Context: an optimization exercise on an open-source flow, tuned for small area, a short achievable clock period and few clock cycles. The choices shown serve that exercise and are no tape-out recipe. RTL that was checked went through simulation tests only; none was proved equivalent to the original. For runs 2 to 4, only the layout was checked, not whether the RTL still works. No activity file was given, so power comes from the tool's default toggle rates.

$ cat design.v
package common_pkg;
    localparam logic [3:0] ST_F1  = 4'd0;    
    localparam logic [3:0] ST_F2  = 4'd1;    
    localparam logic [3:0] ST_F3  = 4'd2;    
    localparam logic [3:0] ST_R0  = 4'd3;    
    localparam logic [3:0] ST_XS  = 4'd4;    
    localparam logic [3:0] ST_MLS = 4'd5;    
    localparam logic [3:0] ST_MPP = 4'd6;    
    localparam logic [3:0] ST_CM  = 4'd7;    
    localparam logic [3:0] ST_WR0 = 4'd8;    
endpackage
module carry16 (
    input   logic   [15:0]  i_g,
    input   logic   [15:0]  i_p,
    input   logic           i_cin,
    output  logic   [16:0]  o_c          
);
    logic [15:0] g0, p0, g1, p1, g2, p2, g3, p3, g4, p4;
    assign g0 = {i_g[15:1], i_g[0] | (i_p[0] & i_cin)};
    assign p0 = i_p;
    always_comb begin
        for (int i = 0; i < 16; i++) begin
            if (i[0]) begin g1[i] = g0[i] | (p0[i] & g0[i-1]); p1[i] = p0[i] & p0[i-1]; end
            else      begin g1[i] = g0[i]; p1[i] = p0[i]; end
        end
        for (int i = 0; i < 16; i++) begin
            if (i[1]) begin g2[i] = g1[i] | (p1[i] & g1[{i[3:2], 2'b01}]); p2[i] = p1[i] & p1[{i[3:2], 2'b01}]; end
            else      begin g2[i] = g1[i]; p2[i] = p1[i]; end
        end
        for (int i = 0; i < 16; i++) begin
            if (i[2]) begin g3[i] = g2[i] | (p2[i] & g2[{i[3], 3'b011}]); p3[i] = p2[i] & p2[{i[3], 3'b011}]; end
            else      begin g3[i] = g2[i]; p3[i] = p2[i]; end
        end
        for (int i = 0; i < 16; i++) begin
            if (i[3]) begin g4[i] = g3[i] | (p3[i] & g3[7]); p4[i] = p3[i] & p3[7]; end
            else      begin g4[i] = g3[i]; p4[i] = p3[i]; end
        end
    end
    assign o_c = {g4, i_cin};
endmodule
module ALU (
    input   logic   [15:0]  i_a,
    input   logic   [15:0]  i_b,
    input   logic   [3:0]   i_t,         
    input   logic           i_bpos,      
    input   logic           i_bneg,      
    input   logic           i_cin,       
    input   logic           i_arith,     
    input   logic           i_subdec,    
    input   logic           i_logic,     
    input   logic           i_left,      
    input   logic           i_right,     
    input   logic           i_rol,       
    input   logic           i_msb,       
    input   logic           i_ror,       
    input   logic           i_zero,      
    output  logic   [15:0]  o_res,
    output  logic           o_c,
    output  logic           o_s,
    output  logic           o_z
);
    logic [15:0] bx, lu, g, sh, nsum, k;
    logic [16:0] c;
    always_comb begin
        for (int i = 0; i < 16; i++) begin
            bx[i] = i_b[i] ? i_bpos : i_bneg;
            lu[i] = i_t[{i_a[i], i_b[i]}];
        end
    end
    assign g = i_a & bx;
    assign k = i_a | bx;
    carry16 cy (.i_g(g), .i_p(k), .i_cin(i_cin), .o_c(c));
    assign sh   = ({16{i_left}}  & {i_a[14:0], i_rol & i_a[15]})
                | ({16{i_right}} & {(i_msb & i_a[15]) | (i_ror & i_a[0]), i_a[15:1]});
    assign nsum = lu | sh;
    assign o_res = (nsum & {16{~i_zero}}) ^ ({16{i_arith & ~i_zero}} & c[15:0]);
    logic zero16, z_arith;
    assign zero16  = (lu[0] == i_cin) && (lu[15:1] == k[14:0]);
    assign z_arith = ~zero16 | (k[15] ^ i_subdec);
    assign o_z = i_arith ? z_arith : (i_logic | (|nsum));
    assign o_c = i_logic | (i_arith & (c[16] ^ i_subdec));
    assign o_s = ~o_res[15];
endmodule
module regsel (
    input   logic   [3:0]   i_f,
    input   logic           i_mem_ok,
    output  logic   [14:0]  o_sel
);
    always_comb begin
        for (int i = 0; i < 15; i++) o_sel[i] = (i_f == i[3:0]);
        o_sel[11] = o_sel[11] & i_mem_ok;
    end
endmodule
module inc16 (
    input   logic   [15:0]  i_a,
    output  logic   [15:0]  o_s
);
    logic [16:0] c;
    assign c[0] = 1'b1;
    always_comb begin
        for (int i = 0; i < 16; i++) c[i+1] = c[i] & i_a[i];
    end
    assign o_s = i_a ^ c[15:0];
endmodule
module incdec16 (
    input   logic   [15:0]  i_a,
    input   logic           i_dec,
    output  logic   [15:0]  o_s
);
    logic [16:0] c;
    assign c[0] = 1'b1;
    always_comb begin
        for (int i = 0; i < 16; i++) c[i+1] = c[i] & (i_a[i] ^ i_dec);
    end
    assign o_s = i_a ^ c[15:0];
endmodule
module rport_p (
    input   logic   [14:0]  i_sel,
    input   logic   [15:0]  i_ir1,
    input   logic   [7:0]   i_ir2,
    input   logic   [15:0]  i_iv,
    input   logic   [15:0]  i_ir3,
    input   logic   [3:0]   i_flag,
    input   logic   [15:0]  i_a, i_b, i_c, i_d, i_e, i_f,
    input   logic   [15:0]  i_mem,
    input   logic   [15:0]  i_adr,
    input   logic   [15:0]  i_ip,
    input   logic   [15:0]  i_sp,
    output  logic   [15:0]  o_n0, o_n1, o_n2, o_n3
);
    assign o_n0 = ~(({16{i_sel[0]}}  & i_ir1)
                  | ({16{i_sel[1]}}  & {8'h00, i_ir2})
                  | ({16{i_sel[2]}}  & i_iv)
                  | ({16{i_sel[3]}}  & i_ir3));
    assign o_n1 = ~(({16{i_sel[4]}}  & {12'h000, i_flag})
                  | ({16{i_sel[5]}}  & i_a)
                  | ({16{i_sel[6]}}  & i_b)
                  | ({16{i_sel[7]}}  & i_c));
    assign o_n2 = ~(({16{i_sel[8]}}  & i_d)
                  | ({16{i_sel[9]}}  & i_e)
                  | ({16{i_sel[10]}} & i_f)
                  | ({16{i_sel[11]}} & i_mem));
    assign o_n3 = ~(({16{i_sel[12]}} & i_adr)
                  | ({16{i_sel[13]}} & i_ip)
                  | ({16{i_sel[14]}} & i_sp));
endmodule
module rport_f (
    input   logic   [15:0]  i_n0, i_n1, i_n2, i_n3,
    output  logic   [15:0]  o_data
);
    assign o_data = ~(i_n0 & i_n1 & i_n2 & i_n3);
endmodule
module owr (
    input   logic   i_wr, i_wrc,
    input   logic   i_c, i_z, i_s, i_inv,
    input   logic   i_fc, i_fz, i_fs,
    output  logic   o_wr
);
    assign o_wr = i_wr & (~i_wrc | (((i_c & i_fc) | (i_z & i_fz) | (i_s & i_fs)) ^ i_inv));
endmodule
import common_pkg::*;
module nlp16af(
    input   logic           i_clk,
    input   logic           i_rst_n,
    output  logic           o_wr,
    output  logic           o_rd,
    input   logic   [15:0]  i_bus,
    output  logic   [15:0]  o_bus,
    output  logic   [15:0]  o_address
);
    logic           rst;
    assign rst = ~i_rst_n;
    logic   [3:0]   state, nstate;
    logic           xq, nxq;             
    logic           nxt, nnxt;           
    logic           ejd;                 
    logic           cmx, ncmx;           
    logic   [3:0]   nfa, nfb;            
    logic   [14:0]  sel_a, sel_b;        
    logic   [14:0]  nsel_a, nsel_b;
    logic           rd_q, nrd;           
    logic           wr_q, nwr;           
    logic           wrc_q, nwrc;         
    logic   [2:0]   asel, nasel;         
    logic           s_f1, s_f2, s_f3, s_r0, s_xs, s_mls, s_mpp, s_cm, s_wr0;
    assign s_f1  = state == ST_F1;
    assign s_f2  = state == ST_F2;
    assign s_f3  = state == ST_F3;
    assign s_r0  = state == ST_R0;
    assign s_xs  = state == ST_XS;
    assign s_mls = state == ST_MLS;
    assign s_mpp = state == ST_MPP;
    assign s_cm  = state == ST_CM;
    assign s_wr0 = state == ST_WR0;
    logic   [15:0]  ir1;                 
    logic   [7:0]   ir2f;                
    logic   [7:0]   ir2;                 
    logic   [15:0]  ir3, iv, r_a, r_b, r_c, r_d, r_e, r_f, adr, ip, sp;
    logic           fc, fs, fz;          
    logic   [15:0]  mdr;                 
    logic   [3:0]   e_ra1;               
    logic           e_ld;                
    function automatic logic cond_ok(input logic [3:0] cf, input logic c, input logic s, input logic z);
        logic t;
        begin
            case (cf[3:1])
                3'd4:    t = c;
                3'd6:    t = z;
                3'd7:    t = s;
                default: t = 1'b0;
            endcase
            cond_ok = t ^ cf[0];
        end
    endfunction
    logic   [3:0]   opc, ra1;
    logic           is_ld, is_st, is_ldst, is_call, is_pop, is_push, is_alu, ra1_mem, ra1_ip, cnd;
    logic   [5:0]   aluop;
    assign opc     = ir1[15:12];
    assign ra1     = ir1[3:0];
    assign is_ld   = opc == 4'h8;
    assign is_st   = opc == 4'h9;
    assign is_ldst = is_ld | is_st;
    assign is_call = opc == 4'hB;
    assign is_pop  = opc == 4'hC;
    assign is_push = opc == 4'hD;
    assign is_alu  = ~(is_ldst | is_call | is_pop | is_push);
    assign ra1_mem = ra1 == 4'hB;
    assign ra1_ip  = ra1 == 4'hD;
    assign aluop   = (opc[3:2] == 2'b00) ? ir1[13:8] : {2'b00, ir1[11:8]};
    logic           cc_c, cc_z, cc_s, cc_inv;
    always_ff @(posedge i_clk) begin
        if (s_f1) begin
            cc_c   <= i_bus[7:5] == 3'd4;
            cc_z   <= i_bus[7:5] == 3'd6;
            cc_s   <= i_bus[7:5] == 3'd7;
            cc_inv <= i_bus[4];
        end
    end
    assign cnd     = ((cc_c & fc) | (cc_z & fz) | (cc_s & fs)) ^ cc_inv;
    logic           is_mov;
    always_comb begin
        case (aluop)
            6'h0A, 6'h09, 6'h1B, 6'h18, 6'h06, 6'h12, 6'h14, 6'h16,
            6'h20, 6'h24, 6'h22, 6'h30, 6'h34, 6'h32: is_mov = 1'b0;
            default:                                 is_mov = 1'b1;
        endcase
    end
    logic           ej;
    assign ej = s_f3 & cnd & is_alu & ra1_ip & is_mov & (ir2f[7:4] == 4'h3);
    logic           b_push, b_pop, b_skip;
    assign b_push = i_bus[15:12] == 4'hD;
    assign b_pop  = i_bus[15:12] == 4'hC;
    assign b_skip = ~xq & ~cond_ok(i_bus[7:4], fc, fs, fz);
    logic           im16_bus, memsrc_bus, memsrc_reg, eof, memsrc;
    logic   [3:0]   w2a, w2b;
    assign im16_bus   = i_bus[15:12] == 4'h3 || i_bus[11:8] == 4'h3;
    assign memsrc_bus = i_bus[15:12] == 4'hB || i_bus[11:8] == 4'hB;
    assign memsrc_reg = ir2f[7:4] == 4'hB || ir2f[3:0] == 4'hB;
    assign eof        = (s_f2 & ~im16_bus) | s_f3;    
    assign memsrc     = s_f2 ? memsrc_bus : memsrc_reg;
    assign w2a        = s_f2 ? i_bus[15:12] : ir2f[7:4];
    assign w2b        = s_f2 ? i_bus[11:8]  : ir2f[3:0];
    logic           x_ra1, x_adr, squash, st_xs;
    assign x_ra1  = xq & ~is_ldst & ~ra1_mem & ~ejd;   
    assign x_adr  = xq & is_ldst;                      
    assign squash = s_f1 & xq & ~is_ldst & ra1_ip & ~ejd;    
    assign st_xs  = is_st & (ra1 == 4'h0 || ra1_ip);   
    localparam logic [2:0] A_IP = 3'b001, A_ADR = 3'b010, A_SP = 3'b100, A_0 = 3'b000;
    always_comb begin
        nstate = ST_F1;
        nxq    = 1'b0;
        ncmx   = 1'b0;
        nnxt   = 1'b0;
        nfa    = ir2f[7:4];
        nfb    = ir2f[3:0];
        case (state)
            ST_F1:          nfa = (xq & is_ldst) ? ra1 : i_bus[3:0];
            ST_F2, ST_F3: begin
                nfa = is_call ? ra1 : w2a;
                nfb = (is_call & is_mov & ~ra1_mem) ? w2a : w2b;
            end
            ST_XS:          nfa = is_ldst ? ra1 : 4'h0;
            ST_MLS:         nfa = ra1;
            default: ;
        endcase
        case (state)
            ST_F1: begin
                if (xq & ~is_ldst & ra1_ip & ~ejd) begin
                    nstate = ST_F1;
                end else if (xq & is_ldst) begin
                    nstate = ST_MLS; nnxt = 1'b1;
                end else if ((b_push | b_pop) & b_skip) begin
                    nstate = ST_F1;
                end else if (b_push | b_pop) begin
                    nstate = ST_MPP;
                end else begin
                    nstate = ST_F2;
                end
            end
            ST_F2, ST_F3: begin
                if (s_f2 & im16_bus)              nstate = ST_F3;
                else if (!cnd)                    nstate = ST_F1;
                else if (is_call) begin
                    nstate = ST_CM;
                    if (is_mov & ~ra1_mem & (w2a != 4'hB)) begin
                        ncmx = 1'b1; nxq = 1'b1;
                    end
                end
                else if (memsrc & ~(is_alu & ra1_mem)) nstate = ST_R0;
                else begin
                    nstate = (st_xs | (is_alu & ra1_mem)) ? ST_XS : ST_F1;
                    nxq = 1'b1;
                end
            end
            ST_R0: begin
                nstate = st_xs ? ST_XS : ST_F1;
                nxq = 1'b1;
            end
            ST_CM: begin
                if (cmx)                          nstate = ST_F1;
                else if (memsrc_reg & ~ra1_mem)   nstate = ST_R0;
                else begin
                    nstate = ra1_mem ? ST_XS : ST_F1;
                    nxq = 1'b1;
                end
            end
            ST_XS:                                nstate = is_ldst ? ST_MLS : ST_WR0;
            ST_MLS: begin
                if (nxt & (is_push | is_pop) & cnd) nstate = ST_MPP;
                else                              nstate = (nxt & ~(is_push | is_pop)) ? ST_F2 : ST_F1;
            end
            default:                              nstate = ST_F1;
        endcase
        nrd  = 1'b0;
        nwr  = 1'b0;
        nwrc = 1'b0;
        case (nstate)
            ST_F1, ST_F2, ST_F3, ST_R0: nrd = 1'b1;
            ST_WR0, ST_CM:              nwr = 1'b1;
            ST_MLS: begin                
                nrd = is_ld & ~ra1_mem;
                nwr = ~(is_ld & ~ra1_mem);
            end
            ST_MPP: begin
                nwrc = 1'b1;
                if (s_f1) begin          
                    nrd = b_pop & (i_bus[3:0] != 4'hB);
                    nwr = b_push | (i_bus[3:0] == 4'hB);
                end else begin           
                    nrd = is_pop & ~ra1_mem;
                    nwr = is_push | ra1_mem;
                end
            end
            default: ;
        endcase
        case (nstate)
            ST_F1, ST_F2, ST_F3:    nasel = A_IP;
            ST_MLS:                 nasel = A_ADR;
            ST_MPP, ST_CM:          nasel = A_SP;
            default:                nasel = A_0;
        endcase
    end
    always_ff @(posedge i_clk) begin
        if (rst) begin
            state <= ST_F1;
            xq    <= 1'b0;
            rd_q  <= 1'b1;
            wr_q  <= 1'b0;
            wrc_q <= 1'b0;
            asel  <= A_IP;
        end else begin
            state <= nstate;
            xq    <= nxq;
            rd_q  <= nrd;
            wr_q  <= nwr;
            wrc_q <= nwrc;
            asel  <= nasel;
        end
    end
    always_ff @(posedge i_clk) begin
        nxt   <= nnxt;
        ejd   <= ej;
        cmx   <= ncmx;
        sel_a <= nsel_a;
        sel_b <= nsel_b;
    end
    logic   [15:0]  a, b;
    regsel rsa (.i_f(nfa), .i_mem_ok(s_r0), .o_sel(nsel_a));
    regsel rsb (.i_f(nfb), .i_mem_ok(s_r0), .o_sel(nsel_b));
    logic   [15:0]  pa0, pa1, pa2, pa3, a_bus;
    rport_p rpa (.i_sel(sel_a), .i_ir1(ir1), .i_ir2(ir2), .i_iv(iv), .i_ir3(ir3), .i_flag({fc, fs, 1'b0, fz}),
                .i_a(r_a), .i_b(r_b), .i_c(r_c), .i_d(r_d), .i_e(r_e), .i_f(r_f),
                .i_mem(mdr), .i_adr(adr), .i_ip(ip), .i_sp(sp), .o_n0(pa0), .o_n1(pa1), .o_n2(pa2), .o_n3(pa3));
    rport_f rfa (.i_n0(pa0), .i_n1(pa1), .i_n2(pa2), .i_n3(pa3), .o_data(a));
    rport_f rfo (.i_n0(pa0), .i_n1(pa1), .i_n2(pa2), .i_n3(pa3), .o_data(a_bus));
    logic   [15:0]  pb0, pb1, pb2, pb3;
    rport_p rpb (.i_sel(sel_b), .i_ir1(ir1), .i_ir2(ir2), .i_iv(iv), .i_ir3(ir3), .i_flag({fc, fs, 1'b0, fz}),
                .i_a(r_a), .i_b(r_b), .i_c(r_c), .i_d(r_d), .i_e(r_e), .i_f(r_f),
                .i_mem(mdr), .i_adr(adr), .i_ip(ip), .i_sp(sp), .o_n0(pb0), .o_n1(pb1), .o_n2(pb2), .o_n3(pb3));
    rport_f rfb (.i_n0(pb0), .i_n1(pb1), .i_n2(pb2), .i_n3(pb3), .o_data(b));
    logic   [3:0]   t, nt;
    logic           bpos, bneg, cin, arith, subdec, lgc, left, right, rol, sar, ror;
    logic           nbpos, nbneg, ncin, narith, nsubdec, nlgc, nleft, nright, nrol, nsar, nror;
    always_comb begin
        nt = 4'b0000; nbpos = 0; nbneg = 0; ncin = 0; narith = 0; nsubdec = 0; nlgc = 0;
        nleft = 0; nright = 0; nrol = 0; nsar = 0; nror = 0;
        if (nxq) begin
            case (aluop)
                6'h0A: begin nt = 4'b0110; nbpos = 1; narith = 1; end                                
                6'h09: begin nt = 4'b1001; nbneg = 1; ncin = 1; narith = 1; nsubdec = 1; end         
                6'h1B: begin nt = 4'b1100; ncin = 1; narith = 1; end                                 
                6'h18: begin nt = 4'b0011; nbpos = 1; nbneg = 1; narith = 1; nsubdec = 1; end        
                6'h06: begin nt = 4'b1000; nlgc = 1; end                                             
                6'h12: begin nt = 4'b1110; nlgc = 1; end                                             
                6'h14: begin nt = 4'b0011; nlgc = 1; end                                             
                6'h16: begin nt = 4'b0110; nlgc = 1; end                                             
                6'h20, 6'h24: nleft = 1;                                                             
                6'h22: begin nleft = 1; nrol = 1; end                                                
                6'h30: nright = 1;                                                                   
                6'h34: begin nright = 1; nsar = 1; end                                               
                6'h32: begin nright = 1; nror = 1; end                                               
                default: nt = ncmx ? 4'b1010 : 4'b1100;                                              
            endcase
        end
    end
    always_ff @(posedge i_clk) begin
        {t, bpos, bneg, cin, arith, subdec, lgc, left, right, rol, sar, ror} <=
            {nt, nbpos, nbneg, ncin, narith, nsubdec, nlgc, nleft, nright, nrol, nsar, nror};
    end
    logic   [15:0]  res;
    logic           c_o, s_o, z_o;
    ALU alu (
        .i_a(a), .i_b(b), .i_t(t), .i_bpos(bpos), .i_bneg(bneg), .i_cin(cin), .i_arith(arith),
        .i_subdec(subdec), .i_logic(lgc), .i_left(left), .i_right(right), .i_rol(rol),
        .i_msb(sar), .i_ror(ror), .i_zero(rst),
        .o_res(res), .o_c(c_o), .o_s(s_o), .o_z(z_o)
    );
    logic   ld_mls, pop_ok;
    assign ld_mls = s_mls & e_ld & (e_ra1 != 4'hB);
    assign pop_ok = s_mpp & is_pop & cnd;
    assign o_rd   = rd_q;
    owr owr_u (.i_wr(wr_q), .i_wrc(wrc_q), .i_c(cc_c), .i_z(cc_z), .i_s(cc_s), .i_inv(cc_inv),
               .i_fc(fc), .i_fz(fz), .i_fs(fs), .o_wr(o_wr));
    assign o_bus  = a_bus;
    assign o_address = ({16{asel[0]}} & ip) | ({16{asel[1]}} & adr) | ({16{asel[2]}} & sp);
    logic           ldsel, bsel;
    logic   [15:0]  wd;
    assign ldsel = ld_mls | (pop_ok & ~ra1_mem);
    assign bsel  = (ldsel | s_f2 | s_f3) & ~rst;
    assign wd    = res | (i_bus & {16{bsel}});       
    logic   [3:0]   wdest;
    logic           wen;
    assign wdest = x_adr ? 4'hC : (s_mls ? e_ra1 : ra1);
    assign wen   = x_ra1 | x_adr | ldsel;
    logic   [15:0]  we;
    always_comb begin
        we = 16'h0000;
        if (wen) we[wdest] = 1'b1;
    end
    logic           flag_we, sp_dec, sp_inc, ir1_res;
    assign flag_we = xq & ~is_ldst;
    assign ir1_res = s_xs & ~is_ldst;                  
    assign sp_dec  = (s_f1 & b_push & ~(b_skip) & ~squash & ~(xq & is_ldst)) | (s_mls & nxt & is_push & cnd)
                   | (eof & cnd & is_call);
    assign sp_inc  = s_mpp & ((is_pop & cnd) | (is_push & ~cnd));
    logic   [15:0]  ip_inc, sp_pm;
    inc16    ipi (.i_a(ip), .o_s(ip_inc));
    incdec16 spi (.i_a(sp), .i_dec(~s_mpp), .o_s(sp_pm));    
    always_ff @(posedge i_clk) begin
        mdr <= i_bus;
        if (s_f1 | ir1_res)                     ir1  <= s_f1 ? i_bus : res;
        if (s_f2)                               ir2f <= i_bus[15:8];
        if (rst | we[1] | s_f2)                 ir2  <= wd[7:0];
        if (rst | we[2])                        iv   <= wd;
        if (rst | we[3] | s_f3)                 ir3  <= wd;
        if (rst | we[5])                        r_a  <= wd;
        if (rst | we[6])                        r_b  <= wd;
        if (rst | we[7])                        r_c  <= wd;
        if (rst | we[8])                        r_d  <= wd;
        if (rst | we[9])                        r_e  <= wd;
        if (rst | we[10])                       r_f  <= wd;
        if (rst | we[12])                       adr  <= wd;
        if (rst | we[13] | s_f1 | s_f2 | s_f3)  ip   <= (rst | we[13] | ej) ? wd : ip_inc;
        if (rst | sp_dec | sp_inc)              sp   <= rst ? 16'hEFFF : sp_pm;
        if (rst | flag_we)                      {fc, fs, fz} <= rst ? 3'b000 : {c_o, s_o, z_o};
        if (x_adr)                              {e_ra1, e_ld} <= {ra1, is_ld};
    end
endmodule
$ cat flow/run.sh
#!/bin/bash
# Layout flow: the standard flow, with a faster buffer on each port and timing repair
# aiming at a 4.4 ns period by sizing, pin swapping and buffering only.
set -o pipefail
export BUFFER_PORTS_ARGS="-buffer_cell sky130_fd_sc_hd__buf_4"
export SETUP_SLACK_MARGIN=7.6
export SETUP_MOVE_SEQUENCE="unbuffer,sizeup,swap,buffer"
bash standard.sh > standard.log 2>&1
$ cat standard.sh
#!/bin/bash
# synth_recipe.tcl (not shown) runs the flow's synth.tcl, then flattens the netlist and writes it again
# the make line also repeats each setting of config.mk as NAME=value (left out here)
make -C /OpenROAD-flow-scripts/flow DESIGN_CONFIG=/design/flow/config.mk WORK_HOME=/design/flow/orfs CLKGATE_MAP_FILE= SYNTH_SCRIPT=/design/flow/synth_recipe.tcl "${@:-finish}"
$ cat config.mk
export PLATFORM = sky130hd
export DESIGN_NAME = nlp16af
export DESIGN_NICKNAME = nlp16af
export VERILOG_FILES = /design/flow/design.v
export SDC_FILE = /design/flow/constraint.sdc
export NUM_CORES = 8
export LEC_CHECK = 0
export CAP_MARGIN = 40
export CORE_MARGIN = 2
export CORE_UTILIZATION = 40
export CTS_CLUSTER_DIAMETER = 150
export CTS_CLUSTER_SIZE = 25
export SLEW_MARGIN = 40
export SYNTH_HIERARCHICAL = 1
$ cat constraint.sdc
create_clock -name core_clock -period 12.0 [get_ports {i_clk}]
set_input_delay 2.4000 -clock core_clock [delete_from_list [all_inputs] [get_ports {i_clk}]]
set_output_delay 2.4000 -clock core_clock [all_outputs]
set_load 0.01 [all_outputs]
==> results.json, run 1 <==
{
  "status": "complete, no violations",
  "async_flop_share": 0,
  "min_to": "e_ra1[3]",
  "pwr-share-comb": 0.483,
  "grt_pass1_wl_mm": 86.9,
  "worstPathArrival_ps": 2080,
  "synth_top_flop_cell": "edfxtp_1",
  "area_growth_pct": 10.8,
  "synth-simple-area-share": 0.158,
  "yosysWarnings": 12,
  "syn_avg_cell_area_um2": 11.5,
  "std_cell_rows": 73,
  "fill_cells": 3698,
  "io_buffer_count": 51,
  "grt_max_degree": 39,
  "hp-start": "ir1[3]",
  "reg2reg_setup_slack_ps": 7620,
  "cts_buffers": 15,
  "die_y_um": 206,
  "synth_top_family_by_area": "compound AO/OA/AOI/OAI gates",
  "cp.required_ps": 9600,
  "min_period_ps": 4480,
  "crit_type": "reg -> out",
  "dp_hpwl_mm": 39.9,
  "grt_pass1_vias": 12652,
  "power_frac_clock": 0.129,
  "worst_slew_pin_slew_ps": 904,
  "synth-compound-area-share": 0.203,
  "fin_setup_tns_ps": 0,
  "overflow": 0,
  "max_cap_violations": 0,
  "cts_buffer_depth": 3,
  "htree_num_levels": 1,
  "hold_viol_final": 0,
  "first_pass_iters": 12,
  "synth_seq_cells": 294,
  "grtUsageTotal": 0.287,
  "netlist_instances": 1417,
  "drt_iter0_drc": 2717,
  "switching_power_uw": 2010,
  "ios": 52,
  "ir_drop_mv": 0.127,
  "r2r_end": "ip[15]",
  "start_kind": "flop",
  "antenna_left": 0,
  "final_nets": 1509,
  "leakage_uw": 0.00686,
  "reg2reg_from": "ip[0]",
  "synth_edf_count": 220,
  "dieArea_mm2": 0.0423,
  "worst_setup_path_end_kind": "primary output",
  "viasPerCell": 6.85,
  "start_util": 0.407,
  "ys_types": 96,
  "gp_congestion": 0.967,
  "root_buffer": "clkbuf_16",
  "synthMuxAreaShare": 0.0527,
  "rsz0062_at_grt": "yes",
  "finalInstanceArea_mm2": 0.0180,
  "cp_max_fo": 16,
  "final-setup-viol-count": 0,
  "die_w_um": 206,
  "clk_pin_slew_ps": 100,
  "hold_class": "reg -> reg",
  "netlist_area_mm2": 0.0163,
  "antenna_found_initial": 0,
  "core_mm2": 0.0399,
  "reg2reg_depth": 16,
  "cts_sinks": 294,
  "place_area_mm2": 0.0170,
  "power.density_mw_per_mm2": 249,
  "p_int_uw": 2480,
  "finClkSkew_ps": 27.4,
  "cts_tree": "done",
  "vias": 13739,
  "layout-drive-gt1-share": 0.199,
  "mostFrequentLayoutCells": "edfxtp_1, nand2_1, buf_4, a222oi_1, nor2_1",
  "finalCritPeriodShare": 0.373,
  "whs_path_depth": 1,
  "synth_fa_ha_area_frac": 0.0154,
  "finalMaxSlewViolations": 0,
  "drt-wirelength-per-cell_um": 30.9,
  "maxSlewHeadroom": 0.397,
  "synth_seq_area_share": 0.497,
  "synth-xor-area-share": 0.0252,
  "drt_wl_total_mm": 61.9,
  "netSwitchingFraction": 0.448,
  "seqPwrFrac": 0.388,
  "drc": 0,
  "final_common_cell": "edfxtp_1",
  "ctsHoldBuffers": 0,
  "max_freq_ghz": 0.223,
  "insertion_delay_ps": 530
}
==> worst max path at each step <==
stage | startpoint | endpoint | slack, ps | cells after the start
2_1_floorplan | ir1[13] | ip[0] | 7710 | 9
3_3_place_gp | i_bus[5] | sp[10] | 7480 | 6
3_5_place_dp | i_bus[5] | sp[10] | 7440 | 6
4_1_cts | fc | o_bus[3] | 7560 | 5
5_1_grt | fc | o_bus[3] | 7490 | 5
6_report | sel_a[14] | o_bus[3] | 7520 | 3
==> per-stage QoR <==
| stage | total power, µW | std cells | setup slack (ps) | utilization | hold WS [ps] |
|---|---|---|---|---|---|
| 2_1_floorplan | 2880 | 1418 | 7710 | - | 566 |
| 3_3_place_gp | 3670 | 1925 | 7480 | 0.424 | 717 |
| 6_report | 4490 | 2006 | 7520 | 0.452 | 724 |
| 5_1_grt | 4670 | 2005 | 7490 | 0.452 | 723 |
| 3_5_place_dp | 3700 | 1925 | 7440 | 0.425 | 702 |
| 4_1_cts | 4350 | 1980 | 7560 | 0.444 | 720 |
==> cell usage after synthesis (all sizes together), types with 7 or more instances <==
master,instances,area share
a21o,28,0.013
nand2,140,0.032
a21boi,7,0.0032
nor3,25,0.0092
xor2,11,0.0064
nand2b,36,0.014
mux2,18,0.015
and3,13,0.0050
clkbuf,40,0.0092
a221oi,69,0.047
buf,51,0.025
o21ai,34,0.010
nor2b,14,0.0055
and2,12,0.0046
edfxtp,220,0.41
nor4,7,0.0027
ha,20,0.015
nor2,88,0.021
a22o,61,0.034
nand4b,12,0.0065
mux4,16,0.022
nor3b,9,0.0045
inv,56,0.013
o211ai,7,0.0032
xnor2,35,0.019
nand3,23,0.0071
mux2i,24,0.016
a222oi,93,0.057
a21oi,32,0.010
dfxtp,74,0.091
nand4,57,0.022
==> sequential cells by signal, summed over array words and instances (netlist names), 3 cells and up <==
name / cells
asel: 3
r_b: 16
iv: 16
sel_a: 15
r_d: 16
ir1: 16
ir2f: 8
adr: 16
state: 4
mdr: 16
r_f: 16
t: 4
r_e: 16
r_a: 16
ip: 16
ir3: 16
r_c: 16
e_ra1: 4
sp: 16
ir2: 8
sel_b: 15
==> cells by family after synthesis <==
family / after synthesis
adders and majority gates: 20
buffers and inverters: 148
muxes: 58
AOI/OAI and AO/OA: 374
xor gates and xnor gates: 46
other: 1
DFF: 294
and+or+nand+nor: 476
==> worst max-delay path, stage by stage (launching register included) <==
cell,delay (ps)
dfxtp_2,520
a222oi_1,480
nand4_1,310
buf_4,240
==> power by group through the flow <==
| stage | sequential [µW] | combinational (µW) | clock, µW |
|---|---|---|---|
| 2_1_floorplan | 1530 | 1350 | 0 |
| 3_3_place_gp | 1790 | 1890 | 0 |
| 3_5_place_dp | 1800 | 1900 | 0 |
| 4_1_cts | 1720 | 2050 | 582 |
| 5_1_grt | 1750 | 2300 | 616 |
| 6_report | 1750 | 2170 | 578 |
==> Yosys stat by module, one instance, submodules excluded, a selection <==
module    cells  flops+latches
ALU         206              0
inc16        16              0
incdec16     61              0
nlp16af     759            294
regsel       22              0
rport_f      16              0
rport_p     113              0
==> routing by layer <==
layer / vias up / track usage / routed length, µm
met3: 212 / 0.0741 / 8510
met1: 6641 / 0.373 / 22700
met5: - / 0 / 68
met4: 2 / 0.148 / 3840
met2: 1099 / 0.441 / 26800
li1: 5785 / - / -
==> final cells by class <==
class,instances,area (µm²),area share
sequential,294,8150,0.452
multi-input combinational,976,7520,0.417
timing repair buffer,127,1040,0.0579
tap,525,657,0.0364
clock buffer,24,409,0.0227
inverter,57,226,0.0126
clock inverter,2,17.5,0.000972
antenna,1,2.50,0.000139
==> timing repair <==
item,4_1_cts,5_1_grt
resized for setup,17,18
endpoints found under the setup margin,17,42
setup buffers,29,25
pin swaps,7,23
Testbench counts, summed over its fixed seeds: cycles 83,608.
==> inputs of run 2 (changes only) <==
--- a/design.v
+++ b/design.v
@@ -116,5 +116,6 @@
 endmodule
 module rport_p (
-    input   logic   [14:0]  i_sel,
+    input   logic   [14:0]  i_sel,       
+    input   logic   [14:0]  i_selh,      
     input   logic   [15:0]  i_ir1,
     input   logic   [7:0]   i_ir2,
@@ -129,19 +130,23 @@
     output  logic   [15:0]  o_n0, o_n1, o_n2, o_n3
 );
-    assign o_n0 = ~(({16{i_sel[0]}}  & i_ir1)
-                  | ({16{i_sel[1]}}  & {8'h00, i_ir2})
-                  | ({16{i_sel[2]}}  & i_iv)
-                  | ({16{i_sel[3]}}  & i_ir3));
-    assign o_n1 = ~(({16{i_sel[4]}}  & {12'h000, i_flag})
-                  | ({16{i_sel[5]}}  & i_a)
-                  | ({16{i_sel[6]}}  & i_b)
-                  | ({16{i_sel[7]}}  & i_c));
-    assign o_n2 = ~(({16{i_sel[8]}}  & i_d)
-                  | ({16{i_sel[9]}}  & i_e)
-                  | ({16{i_sel[10]}} & i_f)
-                  | ({16{i_sel[11]}} & i_mem));
-    assign o_n3 = ~(({16{i_sel[12]}} & i_adr)
-                  | ({16{i_sel[13]}} & i_ip)
-                  | ({16{i_sel[14]}} & i_sp));
+    logic [15:0] s [0:14];
+    always_comb begin
+        for (int k = 0; k < 15; k++) s[k] = {{8{i_selh[k]}}, {8{i_sel[k]}}};
+    end
+    assign o_n0 = ~((s[0]  & i_ir1)
+                  | (s[1]  & {8'h00, i_ir2})
+                  | (s[2]  & i_iv)
+                  | (s[3]  & i_ir3));
+    assign o_n1 = ~((s[4]  & {12'h000, i_flag})
+                  | (s[5]  & i_a)
+                  | (s[6]  & i_b)
+                  | (s[7]  & i_c));
+    assign o_n2 = ~((s[8]  & i_d)
+                  | (s[9]  & i_e)
+                  | (s[10] & i_f)
+                  | (s[11] & i_mem));
+    assign o_n3 = ~((s[12] & i_adr)
+                  | (s[13] & i_ip)
+                  | (s[14] & i_sp));
 endmodule
 module rport_f (
@@ -179,4 +184,5 @@
     logic   [14:0]  sel_a, sel_b;        
     logic   [14:0]  nsel_a, nsel_b;
+    logic   [14:0]  sel_ah, nsel_ah;     
     logic           rd_q, nrd;           
     logic           wr_q, nwr;           
@@ -383,11 +389,13 @@
         cmx   <= ncmx;
         sel_a <= nsel_a;
+        sel_ah <= nsel_ah;
         sel_b <= nsel_b;
     end
     logic   [15:0]  a, b;
     regsel rsa (.i_f(nfa), .i_mem_ok(s_r0), .o_sel(nsel_a));
+    regsel rsh (.i_f(nfa), .i_mem_ok(s_r0), .o_sel(nsel_ah));
     regsel rsb (.i_f(nfb), .i_mem_ok(s_r0), .o_sel(nsel_b));
     logic   [15:0]  pa0, pa1, pa2, pa3, a_bus;
-    rport_p rpa (.i_sel(sel_a), .i_ir1(ir1), .i_ir2(ir2), .i_iv(iv), .i_ir3(ir3), .i_flag({fc, fs, 1'b0, fz}),
+    rport_p rpa (.i_sel(sel_a), .i_selh(sel_ah), .i_ir1(ir1), .i_ir2(ir2), .i_iv(iv), .i_ir3(ir3), .i_flag({fc, fs, 1'b0, fz}),
                 .i_a(r_a), .i_b(r_b), .i_c(r_c), .i_d(r_d), .i_e(r_e), .i_f(r_f),
                 .i_mem(mdr), .i_adr(adr), .i_ip(ip), .i_sp(sp), .o_n0(pa0), .o_n1(pa1), .o_n2(pa2), .o_n3(pa3));
@@ -395,5 +403,5 @@
     rport_f rfo (.i_n0(pa0), .i_n1(pa1), .i_n2(pa2), .i_n3(pa3), .o_data(a_bus));
     logic   [15:0]  pb0, pb1, pb2, pb3;
-    rport_p rpb (.i_sel(sel_b), .i_ir1(ir1), .i_ir2(ir2), .i_iv(iv), .i_ir3(ir3), .i_flag({fc, fs, 1'b0, fz}),
+    rport_p rpb (.i_sel(sel_b), .i_selh(sel_b), .i_ir1(ir1), .i_ir2(ir2), .i_iv(iv), .i_ir3(ir3), .i_flag({fc, fs, 1'b0, fz}),
                 .i_a(r_a), .i_b(r_b), .i_c(r_c), .i_d(r_d), .i_e(r_e), .i_f(r_f),
                 .i_mem(mdr), .i_adr(adr), .i_ip(ip), .i_sp(sp), .o_n0(pb0), .o_n1(pb1), .o_n2(pb2), .o_n3(pb3));
==> flow/run.sh (replaced) <==
#!/bin/bash
# Layout flow: the standard flow, with a faster buffer on each port and timing repair
# aiming at a 4.6 ns period.
set -o pipefail
export BUFFER_PORTS_ARGS="-buffer_cell sky130_fd_sc_hd__buf_4"
export SETUP_SLACK_MARGIN=7.4
bash standard.sh > standard.log 2>&1
--- a/config.mk
+++ b/config.mk
@@ -6,9 +6,9 @@
 export NUM_CORES = 8
 export LEC_CHECK = 0
-export CAP_MARGIN = 40
+export CAP_MARGIN = 60
 export CORE_MARGIN = 2
 export CORE_UTILIZATION = 40
 export CTS_CLUSTER_DIAMETER = 150
 export CTS_CLUSTER_SIZE = 25
-export SLEW_MARGIN = 40
+export SLEW_MARGIN = 60
 export SYNTH_HIERARCHICAL = 1
==> results.json, run 2 <==
{
  "syn_avg_cell_area_um2": 11.4,
  "min_period_ps": 4550,
  "max_freq_ghz": 0.220,
  "hold_ws_ps": 683,
  "finClkSkew_ps": 27.6,
  "layout-drive-gt1-share": 0.181,
  "maxSlewHeadroom": 0.589,
  "start_kind": "flop",
  "finalCritPeriodShare": 0.379,
  "antenna_left": 0,
  "ctsHoldBuffers": 0,
  "overflow": 0,
  "worstPathArrival_ps": 2150,
  "fin_setup_tns_ps": 0,
  "viasPerCell": 6.58,
  "io_buffer_count": 51,
  "antenna_found_initial": 0,
  "cts_buffer_depth": 3,
  "place_inst": 1984,
  "ios": 52,
  "power_frac_clock": 0.135,
  "cp_max_fo": 10,
  "crit_type": "reg -> out",
  "ir_drop_mv": 0.144,
  "final-setup-viol-count": 0,
  "pwr-share-comb": 0.458,
  "p_int_uw": 2550,
  "area_growth_pct": 9.55,
  "insertion_delay_ps": 530,
  "cts_sinks": 307,
  "cts_buffers": 16,
  "insertedDiodeCount": 0,
  "worst_setup_path_end_kind": "primary output",
  "first_pass_iters": 10,
  "yosysWarnings": 14,
  "place_area_mm2": 0.0176,
  "grt_pass1_wl_mm": 85.3,
  "final_nets": 1518,
  "mostFrequentLayoutCells": "edfxtp_1, nand2_1, nor2_1, a222oi_1, buf_4",
  "die_y_um": 208,
  "r2r_end": "ip[15]",
  "min_to": "nxt",
  "root_buffer": "clkbuf_16",
  "seqPwrFrac": 0.408,
  "dieArea_mm2": 0.0431,
  "netSwitchingFraction": 0.447,
  "layout.cells.non_filler": 2022,
  "finalMaxSlewViolations": 0,
  "worst_slew_pin_slew_ps": 616,
  "cp.required_ps": 9600,
  "grtUsageTotal": 0.266,
  "netlist_area_mm2": 0.0166,
  "std_cell_rows": 74,
  "die_w_um": 208,
  "hold_viol_final": 0,
  "gp_congestion": 0.970,
  "cts_resized": 0,
  "grt_max_degree": 37,
  "reg2reg_from": "ir1[1]",
  "drt-wirelength-per-cell_um": 29.4,
  "core_mm2": 0.0408,
  "start_util": 0.406,
  "status": "complete, no violations",
  "power.density_mw_per_mm2": 254,
  "reg2reg_depth": 15,
  "htree_num_levels": 1,
  "switching_power_uw": 2070,
  "finalInstanceArea_mm2": 0.0181,
  "final_common_cell": "edfxtp_1",
  "leakage_uw": 0.00680,
  "clk_pin_slew_ps": 100,
  "vias": 13311,
  "dp_hpwl_mm": 43.2,
  "reg2reg_setup_slack_ps": 7640,
  "drt_iter0_drc": 1898,
  "final_core_util": 0.444,
  "drc": 0,
  "hold_class": "reg -> reg",
  "rsz0062_at_grt": "no",
  "whs_path_depth": 2,
  "cts_tree": "done",
  "hp-start": "xq",
  "grt_pass1_vias": 12600,
  "netlist_instances": 1448,
  "max_cap_violations": 0,
  "drt_wl_total_mm": 59.5
}
-- run 2: routing by layer --
layer | track usage | share of wire | vias to the layer above | wire length [µm]
li1 | - | - | 5832 | -
met1 | 0.370 | 0.42 | 6602 | 24800
met2 | 0.420 | 0.45 | 773 | 26800
met3 | 0.0539 | 0.10 | 104 | 6180
met4 | 0.0788 | 0.029 | 0 | 1730
met5 | 0 | 0 | - | 0
-- run 2: timing repair --
item	4_1_cts	5_1_grt
endpoints found under the hold margin	0	0
setup buffers	0	1
setup endpoints to repair	0	1
-- run 2: worst max path at each step --
| stage | start | to | depth (start not counted) |
|---|---|---|---|
| finish | ir1[3] | o_bus[3] | 4 |
| global route | ir1[3] | o_bus[3] | 4 |
| CTS | ir1[3] | o_bus[3] | 4 |
| detailed placement | i_bus[5] | sp[1] | 8 |
| global placement | i_rst_n | ip[6] | 5 |
| floorplan | ir1[14] | ir3[0] | 8 |
-- run 2: per-stage QoR --
| stage | setup WS [ps] | total power [µW] |
|---|---|---|
| floorplan | 7480 | 3030 |
| global placement | 7100 | 3890 |
| detailed placement | 7510 | 3930 |
| CTS | 7460 | 4550 |
| global route | 7410 | 4820 |
| finish | 7450 | 4620 |
-- run 2: layout make-up --
type                            count  area, µm²
Clock inverter                      1       20.0
Fill cell                        3795      22700
Tap cell                          532        666
Inverter                           49        184
Timing Repair Buffer              102        743
Multi-Input combinational cell   1004       7690
Clock buffer                       27        463
Sequential cell                   307       8380
-- run 2: critical path, stage by stage (launching register included) --
cell and delay [ps]:
edfxtp_1 620, a22o_1 330, a221oi_2 220, nand4_1 250, buf_4 220
-- run 2: power groups by stage --
stage | clock network, µW | logic (µW) | registers [µW]
finish | 621 | 2120 | 1880
detailed placement | 0 | 2050 | 1890
global route | 663 | 2260 | 1900
global placement | 0 | 2020 | 1870
CTS | 628 | 2060 | 1860
floorplan | 0 | 1400 | 1620
==> inputs of run 3 (changes only) <==
==> flow/run.sh (replaced) <==
#!/bin/bash
# Layout flow: the standard flow, with a faster buffer on each port and timing repair
# aiming at a 4.3 ns period.
set -o pipefail
export BUFFER_PORTS_ARGS="-buffer_cell sky130_fd_sc_hd__buf_4"
export SETUP_SLACK_MARGIN=7.7
bash standard.sh > standard.log 2>&1
==> results.json, run 3 <==
{
  "layout.cells.non_filler": 2083,
  "netlist_area_mm2": 0.0166,
  "start_util": 0.406,
  "cts_buffers": 16,
  "area_growth_pct": 12.5,
  "start_kind": "flop",
  "power.density_mw_per_mm2": 254,
  "insertion_delay_ps": 550,
  "r2r_end": "ip[15]",
  "place_inst": 1988,
  "hold_ws_ps": 672,
  "cp_cell_sequence": "a222oi_1 > nand4_1 > buf_4",
  "cp.required_ps": 9600,
  "grt_pass1_vias": 13062,
  "maxSlewHeadroom": 0.595,
  "final_nets": 1579,
  "finalCritPeriodShare": 0.368,
  "min_to": "nxt",
  "finClkSkew_ps": 42.5,
  "htree_num_levels": 1,
  "dieArea_mm2": 0.0431,
  "yosysWarnings": 14,
  "insertedDiodeCount": 0,
  "die_y_um": 208,
  "reg2reg_depth": 16,
  "reg2reg_setup_slack_ps": 7800,
  "whs_path_depth": 2,
  "crit_path_top_delay_cell": "edfxtp_1",
  "crit_buf_inv": 1,
  "drt-wirelength-per-cell_um": 29.7,
  "ios": 52,
  "hold_class": "reg -> reg",
  "drt_wl_total_mm": 61.9,
  "drc": 0,
  "power.total_uw": 4740,
  "fin_setup_tns_ps": 0,
  "finalMaxSlewViolations": 0,
  "final-setup-viol-count": 0,
  "worst_slew_pin_slew_ps": 608,
  "grtUsageTotal": 0.275,
  "grt_pass1_wl_mm": 88.1,
  "final_common_cell": "edfxtp_1",
  "rsz0062_at_grt": "yes",
  "first_pass_iters": 13,
  "gp_congestion": 0.976,
  "worst_setup_path_end_kind": "primary output",
  "viasPerCell": 6.66,
  "vias": 13883,
  "cts_tree": "done",
  "drt_iter0_drc": 2385,
  "grt_max_degree": 37,
  "cts_buffer_depth": 3,
  "reg2reg_from": "ip[0]",
  "status": "complete, no violations",
  "netlist_instances": 1448,
  "hold_viol_final": 0,
  "io_buffer_count": 51,
  "antenna_left": 0,
  "layout-drive-gt1-share": 0.227,
  "path_delay_family": "flip-flops",
  "ctsHoldBuffers": 0,
  "crit_path_max_incr_delay_ps": 500,
  "dp_hpwl_mm": 42.9,
  "leakage_uw": 0.00708,
  "die_w_um": 208,
  "ir_drop_mv": 0.142,
  "max_cap_violations": 0,
  "root_buffer": "clkbuf_16",
  "clk_pin_slew_ps": 110,
  "overflow": 0,
  "crit_type": "reg -> out",
  "mostFrequentLayoutCells": "edfxtp_1, buf_4, nand2_1, nor2_1, a222oi_1",
  "std_cell_rows": 74,
  "hp-start": "xq",
  "core_mm2": 0.0408,
  "syn_avg_cell_area_um2": 11.4,
  "cts_sinks": 307,
  "min_period_ps": 4410,
  "max_freq_ghz": 0.227,
  "cp_max_fo": 2,
  "worstPathArrival_ps": 2010,
  "antenna_found_initial": 1
}
-- run 3: power breakdown --
group	total, µW	switching, µW	leakage, µW	internal (µW)
clock network	619	358	0.000226	261
registers	1850	380	0.00297	1470
logic	2270	1390	0.00388	888
total	4740	2120	0.00708	2620
-- run 3: tightest hold or removal path, delay by kind of cell, from the launching register on --
family	cells	cell delay [ps]
flip-flops	1	390
AND/OR/NAND/NOR	2	270
-- run 3: worst max path at each step --
stage	startpoint	endpoint	slack, ps	depth (start not counted)
global placement	i_rst_n	ip[5]	7070	5
global route	adr[6]	o_bus[6]	7570	4
finish	ir1[15]	o_bus[15]	7590	3
floorplan	i_bus[12]	arith	7810	8
CTS	fc	o_wr	7600	4
detailed placement	i_bus[10]	bpos	7480	8
-- run 3: stage by stage --
stage	worst slack (ps)	area (µm²)	util
after CTS	7600	18400	0.450
after floorplan	7810	16600	-
after global placement	7070	17400	0.427
final	7590	18600	0.456
after global routing	7570	18600	0.456
after detailed placement	7480	17600	0.431
-- run 3: final cells by class --
| cell class | count | area (µm²) |
|---|---|---|
| Fill cell | 3736 | 22200 |
| Sequential cell | 307 | 8400 |
| Multi-Input combinational cell | 1004 | 7690 |
| Timing Repair Buffer | 163 | 1220 |
| Tap cell | 532 | 666 |
| Clock buffer | 26 | 438 |
| Inverter | 49 | 184 |
| Clock inverter | 2 | 36.3 |
-- run 3: timing repair --
item	in CTS	in global routing
pin swaps	21	27
endpoints found under the setup margin	18	46
buffers inserted	39	24
gates resized for setup	19	12
-- run 3: metal layers --
| layer | up-vias | global-route usage | wire (µm) |
|---|---|---|---|
| li1 | 5964 | - | - |
| met1 | 6750 | 0.381 | 24600 |
| met2 | 1001 | 0.420 | 27000 |
| met3 | 168 | 0.0631 | 7810 |
| met4 | 0 | 0.103 | 2540 |
| met5 | - | 0 | 0 |
==> inputs of run 4 (changes only) <==
--- a/design.v
+++ b/design.v
@@ -116,6 +116,5 @@
 endmodule
 module rport_p (
-    input   logic   [14:0]  i_sel,       
-    input   logic   [14:0]  i_selh,      
+    input   logic   [14:0]  i_sel,
     input   logic   [15:0]  i_ir1,
     input   logic   [7:0]   i_ir2,
@@ -128,31 +127,27 @@
     input   logic   [15:0]  i_ip,
     input   logic   [15:0]  i_sp,
-    output  logic   [15:0]  o_n0, o_n1, o_n2, o_n3
+    output  logic   [15:0]  o_n0, o_n1, o_n2, o_n3, o_n4
 );
-    logic [15:0] s [0:14];
-    always_comb begin
-        for (int k = 0; k < 15; k++) s[k] = {{8{i_selh[k]}}, {8{i_sel[k]}}};
-    end
-    assign o_n0 = ~((s[0]  & i_ir1)
-                  | (s[1]  & {8'h00, i_ir2})
-                  | (s[2]  & i_iv)
-                  | (s[3]  & i_ir3));
-    assign o_n1 = ~((s[4]  & {12'h000, i_flag})
-                  | (s[5]  & i_a)
-                  | (s[6]  & i_b)
-                  | (s[7]  & i_c));
-    assign o_n2 = ~((s[8]  & i_d)
-                  | (s[9]  & i_e)
-                  | (s[10] & i_f)
-                  | (s[11] & i_mem));
-    assign o_n3 = ~((s[12] & i_adr)
-                  | (s[13] & i_ip)
-                  | (s[14] & i_sp));
+    assign o_n0 = ~(({16{i_sel[0]}}  & i_ir1)
+                  | ({16{i_sel[2]}}  & i_iv)
+                  | ({16{i_sel[3]}}  & i_ir3));
+    assign o_n1 = ~(({16{i_sel[1]}}  & {8'h00, i_ir2})
+                  | ({16{i_sel[4]}}  & {12'h000, i_flag})
+                  | ({16{i_sel[5]}}  & i_a));
+    assign o_n2 = ~(({16{i_sel[6]}}  & i_b)
+                  | ({16{i_sel[7]}}  & i_c)
+                  | ({16{i_sel[8]}}  & i_d));
+    assign o_n3 = ~(({16{i_sel[9]}}  & i_e)
+                  | ({16{i_sel[10]}} & i_f)
+                  | ({16{i_sel[11]}} & i_mem));
+    assign o_n4 = ~(({16{i_sel[12]}} & i_adr)
+                  | ({16{i_sel[13]}} & i_ip)
+                  | ({16{i_sel[14]}} & i_sp));
 endmodule
 module rport_f (
-    input   logic   [15:0]  i_n0, i_n1, i_n2, i_n3,
+    input   logic   [15:0]  i_n0, i_n1, i_n2, i_n3, i_n4,
     output  logic   [15:0]  o_data
 );
-    assign o_data = ~(i_n0 & i_n1 & i_n2 & i_n3);
+    assign o_data = ~(i_n0 & i_n1 & i_n2 & i_n3 & i_n4);
 endmodule
 module owr (
@@ -184,5 +179,4 @@
     logic   [14:0]  sel_a, sel_b;        
     logic   [14:0]  nsel_a, nsel_b;
-    logic   [14:0]  sel_ah, nsel_ah;     
     logic           rd_q, nrd;           
     logic           wr_q, nwr;           
@@ -389,22 +383,20 @@
         cmx   <= ncmx;
         sel_a <= nsel_a;
-        sel_ah <= nsel_ah;
         sel_b <= nsel_b;
     end
     logic   [15:0]  a, b;
     regsel rsa (.i_f(nfa), .i_mem_ok(s_r0), .o_sel(nsel_a));
-    regsel rsh (.i_f(nfa), .i_mem_ok(s_r0), .o_sel(nsel_ah));
     regsel rsb (.i_f(nfb), .i_mem_ok(s_r0), .o_sel(nsel_b));
-    logic   [15:0]  pa0, pa1, pa2, pa3, a_bus;
-    rport_p rpa (.i_sel(sel_a), .i_selh(sel_ah), .i_ir1(ir1), .i_ir2(ir2), .i_iv(iv), .i_ir3(ir3), .i_flag({fc, fs, 1'b0, fz}),
+    logic   [15:0]  pa0, pa1, pa2, pa3, pa4, a_bus;
+    rport_p rpa (.i_sel(sel_a), .i_ir1(ir1), .i_ir2(ir2), .i_iv(iv), .i_ir3(ir3), .i_flag({fc, fs, 1'b0, fz}),
                 .i_a(r_a), .i_b(r_b), .i_c(r_c), .i_d(r_d), .i_e(r_e), .i_f(r_f),
-                .i_mem(mdr), .i_adr(adr), .i_ip(ip), .i_sp(sp), .o_n0(pa0), .o_n1(pa1), .o_n2(pa2), .o_n3(pa3));
-    rport_f rfa (.i_n0(pa0), .i_n1(pa1), .i_n2(pa2), .i_n3(pa3), .o_data(a));
-    rport_f rfo (.i_n0(pa0), .i_n1(pa1), .i_n2(pa2), .i_n3(pa3), .o_data(a_bus));
-    logic   [15:0]  pb0, pb1, pb2, pb3;
-    rport_p rpb (.i_sel(sel_b), .i_selh(sel_b), .i_ir1(ir1), .i_ir2(ir2), .i_iv(iv), .i_ir3(ir3), .i_flag({fc, fs, 1'b0, fz}),
+                .i_mem(mdr), .i_adr(adr), .i_ip(ip), .i_sp(sp), .o_n0(pa0), .o_n1(pa1), .o_n2(pa2), .o_n3(pa3), .o_n4(pa4));
+    rport_f rfa (.i_n0(pa0), .i_n1(pa1), .i_n2(pa2), .i_n3(pa3), .i_n4(pa4), .o_data(a));
+    rport_f rfo (.i_n0(pa0), .i_n1(pa1), .i_n2(pa2), .i_n3(pa3), .i_n4(pa4), .o_data(a_bus));
+    logic   [15:0]  pb0, pb1, pb2, pb3, pb4;
+    rport_p rpb (.i_sel(sel_b), .i_ir1(ir1), .i_ir2(ir2), .i_iv(iv), .i_ir3(ir3), .i_flag({fc, fs, 1'b0, fz}),
                 .i_a(r_a), .i_b(r_b), .i_c(r_c), .i_d(r_d), .i_e(r_e), .i_f(r_f),
-                .i_mem(mdr), .i_adr(adr), .i_ip(ip), .i_sp(sp), .o_n0(pb0), .o_n1(pb1), .o_n2(pb2), .o_n3(pb3));
-    rport_f rfb (.i_n0(pb0), .i_n1(pb1), .i_n2(pb2), .i_n3(pb3), .o_data(b));
+                .i_mem(mdr), .i_adr(adr), .i_ip(ip), .i_sp(sp), .o_n0(pb0), .o_n1(pb1), .o_n2(pb2), .o_n3(pb3), .o_n4(pb4));
+    rport_f rfb (.i_n0(pb0), .i_n1(pb1), .i_n2(pb2), .i_n3(pb3), .i_n4(pb4), .o_data(b));
     logic   [3:0]   t, nt;
     logic           bpos, bneg, cin, arith, subdec, lgc, left, right, rol, sar, ror;
==> flow/run.sh (replaced) <==
#!/bin/bash
# Layout flow: the standard flow, with a faster buffer on each port and timing repair
# aiming at a 4.5 ns period.
set -o pipefail
export BUFFER_PORTS_ARGS="-buffer_cell sky130_fd_sc_hd__buf_4"
export SETUP_SLACK_MARGIN=7.5
bash standard.sh > standard.log 2>&1
--- a/config.mk
+++ b/config.mk
@@ -6,9 +6,9 @@
 export NUM_CORES = 8
 export LEC_CHECK = 0
-export CAP_MARGIN = 60
+export CAP_MARGIN = 40
 export CORE_MARGIN = 2
 export CORE_UTILIZATION = 40
 export CTS_CLUSTER_DIAMETER = 150
 export CTS_CLUSTER_SIZE = 25
-export SLEW_MARGIN = 60
+export SLEW_MARGIN = 40
 export SYNTH_HIERARCHICAL = 1
==> results.json, run 4 <==
{
  "grtUsageTotal": 0.284,
  "synth_top_flop_cell": "edfxtp_1",
  "layout-drive-gt1-share": 0.155,
  "layout.cells.non_filler": 2009,
  "final-setup-viol-count": 0,
  "synth_seq_area_share": 0.504,
  "ctsHoldBuffers": 0,
  "antenna_left": 0,
  "antenna_found_initial": 0,
  "synth.most_common_cell": "edfxtp_1",
  "finalInstanceArea_mm2": 0.0176,
  "yosys.area.top_type": "edfxtp_1",
  "seqPwrFrac": 0.378,
  "finalMaxSlewViolations": 0,
  "whs_path_depth": 2,
  "overflow": 0,
  "dp_hpwl_mm": 40.3,
  "final_nets": 1513,
  "netlist_area_mm2": 0.0161,
  "area_growth_pct": 9.72,
  "worstPathArrival_ps": 2170,
  "leakage_uw": 0.00670,
  "syn_avg_cell_area_um2": 11.2,
  "grt_pass1_wl_mm": 86.4,
  "vias": 13927,
  "min_period_ps": 4570,
  "synthTopCellsByCount": "edfxtp_1, a222oi_1, nand2_1",
  "synth_top_area_share": 0.411,
  "pwr-share-comb": 0.488,
  "maxSlewHeadroom": 0.374,
  "dieArea_mm2": 0.0418,
  "cp_cell_sequence": "buf_12 > buf_4 > a222oi_1 > inv_1 > buf_4",
  "hp-start": "lgc",
  "insertion_delay_ps": 540,
  "cp.required_ps": 9600,
  "synth_seq_cells": 294,
  "max_cap_violations": 0,
  "worst_slew_pin_slew_ps": 937,
  "reg2reg_depth": 16,
  "finClkSkew_ps": 39.6,
  "crit_path_top_delay_cell": "a222oi_1",
  "netlist_instances": 1429,
  "start_kind": "flop",
  "reg2reg_setup_slack_ps": 7710,
  "std_cell_rows": 73,
  "io_buffer_count": 51,
  "root_buffer": "clkbuf_16",
  "grt_pass1_vias": 12662,
  "switching_power_uw": 2010,
  "first_pass_iters": 11,
  "drt-wirelength-per-cell_um": 30.3,
  "gp_congestion": 0.932,
  "netSwitchingFraction": 0.451,
  "crit_path_max_incr_delay_ps": 700,
  "ios": 52,
  "yosysWarnings": 12,
  "die_y_um": 204,
  "cts_buffers": 15,
  "power.total_uw": 4470,
  "hold_viol_final": 0,
  "clk_pin_slew_ps": 110,
  "final_common_cell": "edfxtp_1",
  "start_util": 0.405,
  "cts_sinks": 294,
  "drt_wl_total_mm": 61.0,
  "yosys-top-cells-area": "edfxtp_1, a222oi_1, dfxtp_1",
  "crit_buf_inv": 4,
  "ir_drop_mv": 0.0926,
  "drc": 0,
  "power.density_mw_per_mm2": 254,
  "reg2reg_from": "ip[0]",
  "place_inst": 1954,
  "crit_top_cell": "buf_4",
  "cp_max_fo": 9,
  "synth_edf_count": 220,
  "status": "complete, no violations",
  "ys_types": 93,
  "grt_max_degree": 39,
  "place_area_mm2": 0.0168,
  "path_delay_family": "compound AO/OA/AOI/OAI gates",
  "min_to": "fc",
  "r2r_end": "ip[15]",
  "mostFrequentLayoutCells": "edfxtp_1, a222oi_1, nand2_1, buf_4, nor2_1",
  "hold_class": "reg -> reg",
  "die_w_um": 204,
  "p_int_uw": 2460,
  "async_flop_share": 0,
  "cts_buffer_depth": 3,
  "drt_iter0_drc": 3032,
  "worst_setup_path_end_kind": "primary output",
  "fin_setup_tns_ps": 0,
  "core_mm2": 0.0396,
  "viasPerCell": 6.93,
  "cts_tree": "done",
  "rsz0062_at_grt": "yes",
  "crit_type": "reg -> out",
  "final_core_util": 0.444,
  "max_freq_ghz": 0.219,
  "power_frac_clock": 0.133,
  "insertedDiodeCount": 0,
  "finalCritPeriodShare": 0.381,
  "htree_num_levels": 1
}
[run 4: changes by cell type in the layout (fill, tap and decap cells not counted), sizes merged, moves of 14 or more]
| cell | delta |
|---|---|
| buf | -52 |
| and3 | +53 |
| nand4 | -48 |
| nand3 | +51 |
| a22o | -56 |
| nor2 | -14 |
| a222oi | +67 |
| a221oi | -55 |
[run 4: power groups by stage]
stage | Clock, µW | Combinational (µW) | Sequential (µW)
6_report | 596 | 2180 | 1690
4_1_cts | 597 | 2090 | 1670
3_5_place_dp | 0 | 1980 | 1760
3_3_place_gp | 0 | 1960 | 1740
5_1_grt | 633 | 2310 | 1700
2_1_floorplan | 0 | 1360 | 1540
[run 4: cell type report]
cell class,instances,area (µm²)
fillers,3695,22000
well taps,525,657
clock inverters,1,8.76
repair buffers,107,833
multi-input cells,1000,7320
flip-flops and latches,294,8130
clock buffers,25,444
inverters,57,226
[run 4: worst reg2reg max path, delay by kind of cell (launching register included)]
family,cells,cell delay [ps]
XOR/XNOR,1,160
multiplexers,1,260
flip-flops,1,490
adder cells (fa/ha/maj),14,3160
[run 4: how the worst max path moves through the flow]
stage               cells after the start      from            end  slack, ps
detailed placement                      6  i_bus[5]         sp[12]       7430
global route                            4        fz       o_bus[0]       7410
global placement                        6  i_bus[4]         sp[10]       7440
CTS                                     3     sp[4]   o_address[4]       7480
finish                                  5   asel[0]  o_address[14]       7430
floorplan                               9   ir1[13]          ip[0]       7710
[run 4: logic make-up (layout without fill, tap and decap cells)]
group	count (synthesis)	count (layout)	synth area share
and+or+nand+nor	540	540	0.179
AOI/OAI and AO/OA	334	334	0.177
DFF	294	294	0.504
buffers and inverters	136	190	0.0455
muxes	58	58	0.0534
xor gates and xnor gates	46	46	0.0256
adders and majority gates	20	20	0.0156
other	1	2	0.000234
[run 4: modules after synthesis (local to each module, per instance), excerpt]
module / flops+latches / cells / area [µm²] / copies in the design
rport_f: 0 / 32 / 180 / 3
incdec16: 0 / 61 / 455 / 1
owr: 0 / 3 / 26.3 / 1
carry16: 0 / 54 / 309 / 1
nlp16af: 294 / 759 / 11100 / 1
inc16: 0 / 16 / 188 / 1
ALU: 0 / 206 / 1510 / 1
[run 4: stage by stage]
stage               setup slack (ps)  hold slack, ps
floorplan                       7710             563
global placement                7440             661
detailed placement              7430             662
CTS                             7480             669
global route                    7410             701
finish                          7430             668
[run 4: metal layers]
| metal | wire length, µm | global-route usage | share of wire | vias to the layer above |
|---|---|---|---|---|
| li1 | - | - | - | 5824 |
| met1 | 23200 | 0.394 | 0.38 | 6854 |
| met2 | 27200 | 0.440 | 0.45 | 1082 |
| met3 | 8030 | 0.0513 | 0.13 | 167 |
| met4 | 2570 | 0.116 | 0.042 | 0 |
| met5 | 0 | 0 | 0 | - |
[run 4: repair_timing]
| action | in CTS | in global routing |
|---|---|---|
| gates resized for setup | 14 | 16 |
| setup endpoints to repair | 18 | 30 |
| buffers inserted | 23 | 4 |
| pin swaps | 3 | 11 |

-- what the ideal ports hide --
No port has a modelled driver above. Below, the same layouts with a new extraction and two added sets of constraints. Step 1 (the two cells are an assumption about what drives the block):
set clk [get_ports {i_clk}]
set_driving_cell -lib_cell sky130_fd_sc_hd__clkbuf_16 $clk
set_driving_cell -lib_cell sky130_fd_sc_hd__buf_2 [delete_from_list [all_inputs] $clk]
Step 2, shift: input delay + t, output delay - t, t = (earliest + latest rising clock arrival at the registers) / 2. This alone moves slack from input paths to output paths. Three values: no drivers, after step 1, after step 2; two values: the first two.
| run | t, ns | setup WS [ns] | worst setup path at the end | latest minus earliest clock arrival (ns) |
|---|---|---|---|---|
| run 1 | 0.573 | 7.525 / 7.470 / 7.588 | input to register | 0.028 / 0.027 |
| run 2 | 0.567 | 7.450 / 7.396 / 7.481 | input to register | 0.027 / 0.027 |
| run 3 | 0.588 | 7.588 / 7.532 / 7.437 | input to register | 0.042 / 0.042 |
| run 4 | 0.573 | 7.426 / 7.371 / 7.437 | input to register | 0.039 / 0.040 |
After both steps every run listed still meets setup and hold. The setup slack of run 3, which loses most, moves by -0.056 ns with the drivers and by -0.151 ns with both steps.
